Source: an optimization exercise on an open RTL-to-GDS flow (aim: small area and a short achievable clock period). Production flows keep margins and buffers that such runs may drop. In this exercise RTL edits were held to simulation tests only and were not proved equivalent to the original.

==> flow/design.v (outline; a module is shown in full before it is edited, if it fits) <==
// module fa: 4 lines
// module ha: 4 lines
// module pgn: 4 lines
// module gcn_g: 3 lines
// module gcn_p: 3 lines
// module gcp_g: 3 lines
// module gcp_p: 3 lines
// module bsel: 3 lines
// module mul53: 6619 lines
// module dpm: 13 lines
// module booth_enc: 10 lines
// module fp64_mul: 39 lines
module fp64_mul(input clk, input [63:0] a, input [63:0] b, output [63:0] p);
  // ...
==> flow/flow/run.sh <==
#!/bin/bash
# Own layout flow: the standard ORFS flow, with two changes.
#  1. Before synthesis, the generated leaf modules fa and bsel get the
#     library full adder / AND-OR-invert cell as their body (premap.py), so
#     synthesis keeps them instead of re-deriving them from gates.
#  2. Optional repair knobs (knobs.txt) are passed to ORFS's make.
# Every tool's output goes to a log file in this folder.
set -euo pipefail
cd "$(dirname "$0")/.."
W=$PWD
python3 flow/premap.py design.v design_premap.v > premap.log 2>&1
{
  echo "include $W/config.mk"
  echo "export VERILOG_FILES = $W/design_premap.v"
} > config_own.mk
KNOBS=""
if [[ -f flow/knobs.txt ]]; then KNOBS=$(grep -v '^#' flow/knobs.txt | tr '\n' ' '); fi
sed -e "s|DESIGN_CONFIG=[^ ]*|DESIGN_CONFIG=$W/config_own.mk $KNOBS|" standard.sh > standard_own.sh
bash standard_own.sh finish > flow.log 2>&1
test -f out/final.def
==> flow/flow/knobs.txt <==
SETUP_SLACK_MARGIN=22.5
==> flow/flow/premap.py <==
#!/usr/bin/env python3
"""Replace the bodies of the generated leaf modules (fa, bsel) in design.v with
instances of the matching sky130_fd_sc_hd cells, so synthesis keeps them as is."""
import re, sys
src, dst = sys.argv[1], sys.argv[2]
txt = open(src).read()
BODIES = {
    'fa': "  sky130_fd_sc_hd__fa_1 u_c (.A(a), .B(b), .CIN(ci), .SUM(s), .COUT(co));\n",
    'bsel_n': "  sky130_fd_sc_hd__a22oi_1 u_c (.A1(one), .A2(x1), .B1(two), .B2(x0), .Y(y));\n",
    'bsel_p': "  sky130_fd_sc_hd__a22o_1 u_c (.A1(one), .A2(x1), .B1(two), .B2(x0), .X(y));\n",
}
def repl(m):
    name, ports, body = m.group(1), m.group(2), m.group(3)
    if name == 'fa':
        b = BODIES['fa']
    elif name == 'pgn':
        b = ("  sky130_fd_sc_hd__nor2_1 u_g (.A(a), .B(b), .Y(g));\n"
             "  sky130_fd_sc_hd__xor2_1 u_p (.A(a), .B(b), .X(p));\n")
    elif name == 'ha' and '~' in body:
        b = ("  sky130_fd_sc_hd__xnor2_1 u_s (.A(a), .B(b), .Y(s));\n"
             "  sky130_fd_sc_hd__or2_1 u_c (.A(a), .B(b), .X(co));\n")
    elif name == 'gcn_g':
        b = "  sky130_fd_sc_hd__a21oi_1 u_c (.A1(ph), .A2(gl), .B1(gh), .Y(g));\n"
    elif name == 'gcp_g':
        b = "  sky130_fd_sc_hd__o21ai_1 u_c (.A1(ph), .A2(gl), .B1(gh), .Y(g));\n"
    elif name == 'gcn_p':
        b = "  sky130_fd_sc_hd__nand2_1 u_c (.A(ph), .B(pl), .Y(p));\n"
    elif name == 'gcp_p':
        b = "  sky130_fd_sc_hd__nor2_1 u_c (.A(ph), .B(pl), .Y(p));\n"
    elif name == 'bsel':
        b = BODIES['bsel_n'] if '~' in body else BODIES['bsel_p']
    else:
        return m.group(0)
    return f"module {name}({ports});\n{b}endmodule"
out = re.sub(r"module\s+(\w+)\s*\((.*?)\);(.*?)endmodule", repl, txt, flags=re.S)
open(dst, 'w').write(out)
==> flow/standard.sh <==
#!/bin/bash
# synth_recipe.tcl (not shown) runs the flow's synth.tcl, then flattens the netlist and writes it again
# the make line also repeats each setting of config.mk as NAME=value (left out here)
make -C /OpenROAD-flow-scripts/flow DESIGN_CONFIG=/design/flow/config.mk WORK_HOME=/design/flow/orfs CLKGATE_MAP_FILE= SYNTH_SCRIPT=/design/flow/synth_recipe.tcl "${@:-finish}"
==> flow/config.mk <==
export PLATFORM = sky130hd
export DESIGN_NAME = fp64_mul
export DESIGN_NICKNAME = fp64_mul
export VERILOG_FILES = /design/flow/design.v
export SDC_FILE = /design/flow/constraint.sdc
export NUM_CORES = 4
export LEC_CHECK = 0
export CAP_MARGIN = 30
export CORE_MARGIN = 2
export CORE_UTILIZATION = 55
export CTS_CLUSTER_DIAMETER = 60
export CTS_CLUSTER_SIZE = 10
export SLEW_MARGIN = 20
==> flow/constraint.sdc <==
create_clock -name core_clock -period 30.0 [get_ports {clk}]
set_input_delay 6.0000 -clock core_clock [delete_from_list [all_inputs] [get_ports {clk}]]
set_output_delay 6.0000 -clock core_clock [all_outputs]
set_load 0.01 [all_outputs]
==> results.toml, run 1 <==
[critical_path]
critPathMaxStageDelay_ns = 0.41
critPathSlowestCell = "dfxtp_4"
reg2reg_depth = 26
rr_startpoint = "a_q[23]"
critPathLaunchType = "flip-flop"
crit_cells = 5
cp-startpoint = "mh_q[53]"

[min_path]
hold_path_class = "flip-flop to flip-flop"

[layout]
non_clock_inverter_count = 51
nFillCells = 8401
multi_input_cells = 5293
seq_cells = 224
final_util = 0.705
syn2layout_area_growth_pct = 27.3

[sta]
holdWs_ns = 0.422
slew_headroom = 0.350

[yosys]
yosys_warnings = 1
synthCells = 5893
synth_area_leader_cell = "fa_1"
synthesis.area_um2 = 63200
ys_ff_latch = 224
synthFlopType = "dfxtp_1"

[clocking]
ctsHtreeMaxLevel = 2
cts_made_buffers = 39
clk_latency_ns = 0.67
postCtsSetupBuffers = 216
cts_resized = 1044
cts_tree = "done"

[detailed_routing]
highest-signal-layer = "met5"

[floorplan]
num_tap_cells = 1512
start_util = 0.553
rows = 124

[outcome]
outcome = "complete, no violations"

[placed_design]
postPlaceCellArea_um2 = 67300

[global_route]
grt-busiest-layer = "met2"
==> run 2: changes to the inputs <==
==> flow/flow/knobs.txt (replaced) <==
SETUP_SLACK_MARGIN=22
==> run 2 against run 1 <==
Net effect: setup slack worse by 0.26 ns; critical endpoint unchanged; via count down 4.5%; largest cell class unchanged; register-to-register slack worse by 0.28 ns; hold slack improved by 0.012 ns; first-iteration DRC count down 8.2%; non-clock buffer count is 181 lower.
==> results.toml, run 2 <==
[critical_path]
rr_startpoint = "neg_q[1]"
critPathMaxStageDelay_ns = 0.50
critPathLaunchType = "flip-flop"
crit_required_ns = 24.00
endpoint_kind = "output port"
cp_max_fo = 14
worst-path-buf-inv = 2
cp.arrival_ns = 2.13
critPathSlowestCell = "clkdlybuf4s50_1"
critPathTopFamily = "buffers and inverters"
crit_chain = "buf_12, mux2_2, clkdlybuf4s50_1"
path_class = "flip-flop to output port"
cp-startpoint = "mh_q[53]"

[sta]
tightest_slew_ns = 0.972
grt_setup_unrepaired = "yes"
fmax_ghz = 0.123
slew_headroom = 0.346
setup_viol = 0
tns_ns = 0
holdWs_ns = 0.433
finalHoldViolCount = 0
fin_crit_ns = 8.13
final.setup_skew_ns = 0.0510
finalCritPeriodShare = 0.271
drv_slew = 0

[clocking]
cts_made_buffers = 38
cts_tree = "done"
cts.path.max_buffers = 3
clk_pin_slew_ns = 0.05
ctsRootBufferMaster = "clkbuf_16"
ctsHtreeMaxLevel = 2
clk_latency_ns = 0.63
clock_sinks = 224

[floorplan]
die_h_um = 343
rows = 124
start_util = 0.553
core_um2 = 114000
ios = 193
dieWidth_um = 343
fp.dieArea_um2 = 118000

[yosys]
synthArstFlopShare = 0
yosys_warnings = 1
yosys.cell_count.top_type = "xor2_1"
synth.top_cells.by_count = "xor2_1 (1490), a22oi_1 (1456), fa_1 (1326)"
ys_ff_latch = 224
syn_avg_cell_area_um2 = 10.7
synthCells = 5893
synthFlopType = "dfxtp_1"
synth_top_area_frac = 0.420
synthesis.area_um2 = 63200
ys_types = 64
seq_area_frac_synth = 0.0710
synth.area.top_cells = "fa_1 (42%), xor2_1 (21%), a22oi_1 (17%)"
synth_edf_count = 0
synth_area_leader_cell = "fa_1"

[detailed_routing]
drt_iter0_drc = 9869
drc = 0
ant_nets = 0
first_pass_iters = 14
wl_per_cell_um = 36.2
drt-total-wl_mm = 280
via_count = 56200
vias_per_cell = 7.27

[global_route]
grt-busiest-layer = "met2"
grt_pass1_vias = 56700
met1_usage = 0.595
grt_max_degree = 55
antenna_found_initial = 3
grtUsageTotal = 0.460
grt_use_met3 = 0.177
grt_pass1_wl_mm = 392
grt-ovfl-total = 0
grt_util_met2 = 0.662

[flow_run]
cap_violations = 0

[placed_design]
portBuffers = 192
hpwl_mm = 196
place_inst = 7424
gp_congestion = 1.07

[min_path]
hold_path_class = "flip-flop to flip-flop"
hp-start = "s_q"

[layout]
syn2layout_area_growth_pct = 15.7
layout_common_cells = "a22oi_1 (1450), xor2_1 (1435), fa_1 (1299)"
reg_top3 = "mh_q (54), a_q (53)"
drive_gt1_frac = 0.127
nFillCells = 9413
finalNonFillerCells = 7731
largest_reg_flops = 54
layout.cells.most_common = "a22oi_1"
top_register = "mh_q"
nNetsFinal = 7690

[outcome]
outcome = "complete, no violations"
==> run 2: per-layer routing <==
metal | vias to the layer above | routed length, um
met5 | - | 444
met4 | 10 | 20700
met3 | 1091 | 43500
met2 | 5308 | 115000
met1 | 28200 | 100000
li1 | 21600 | -
==> run 2: logic make-up after synthesis <==
family	after synthesis	share of synthesized area
AOI/OAI and AO/OA	1671	0.195
DFF	224	0.0710
muxes	73	0.0128
xor gates and xnor gates	1599	0.222
adders and majority gates	1373	0.429
other	2	0.000119
buffers and inverters	404	0.0242
and+or+nand+nor	547	0.0456
==> run 2: worst paths after layout <==
| kind | endpoint | slack, ns | cells after the start |
|---|---|---|---|
| setup / recovery | p[9] | 21.87 | 3 |
| hold / removal | s2_q | 0.43 | 1 |
| setup reg to reg | mh_q[50] | 21.98 | 24 |
| hold reg to reg | s2_q | 0.43 | 1 |
==> run 2: what timing repair did <==
| item | CTS | global route |
|---|---|---|
| hold endpoints to repair | 0 | 0 |
| setup endpoints to repair | 121 | 113 |
| hold buffers | 0 | 0 |
| gates cloned | 5 | 18 |
| buffers inserted | 50 | 163 |
| pin swaps | 6 | 20 |
| resized for setup | 177 | 323 |
==> run 2: final cells by class <==
class                   instances  area [um2]  share of cell area
flip-flops and latches        224        4810              0.0657
multi-input cells            5293       58100               0.794
repair buffers                580        6900              0.0944
inverters                      51         191             0.00262
clock inverters                18         198             0.00270
well taps                    1512        1890              0.0259
clock buffers                  48        1030              0.0141
diodes                          5        12.5            0.000171
==> run 2: through the flow <==
step / cell area [um2] / util / setup WS, ns
4_1_cts: 69900 / 0.612 / 21.85
3_3_place_gp: 67200 / 0.588 / 19.82
2_1_floorplan: 63300 / - / 22.02
3_5_place_dp: 67200 / 0.589 / 20.24
6_report: 73100 / 0.640 / 21.87
5_1_grt: 73100 / 0.640 / 21.83

separate check: timing with driven ports:
Ports are ideal in the flow. The routed layouts listed here were re-timed in OpenROAD.
Step 1 sets driving cells, clkbuf_16 on the clock port and buf_2 on the other inputs (assumed; they add their load-dependent delay and slew).
Step 2 also shifts input and output timing later by t, the mid clock arrival at the registers, as if the neighbouring blocks saw the same clock.
Slacks: no drivers / after step 1 / after step 2; pairs: no drivers / after step 1.
run	t (ns)	slack for setup (ns)	clock arrival spread, ns
run 1	0.718	22.126 / 22.045 / 21.844	0.067 / 0.068
run 2	0.691	21.871 / 21.788 / 21.294	0.051 / 0.051
After both steps every run listed still meets setup and hold. For run 2, which loses most, drivers alone change the setup slack by -0.083 ns; drivers and shift together by -0.577 ns.
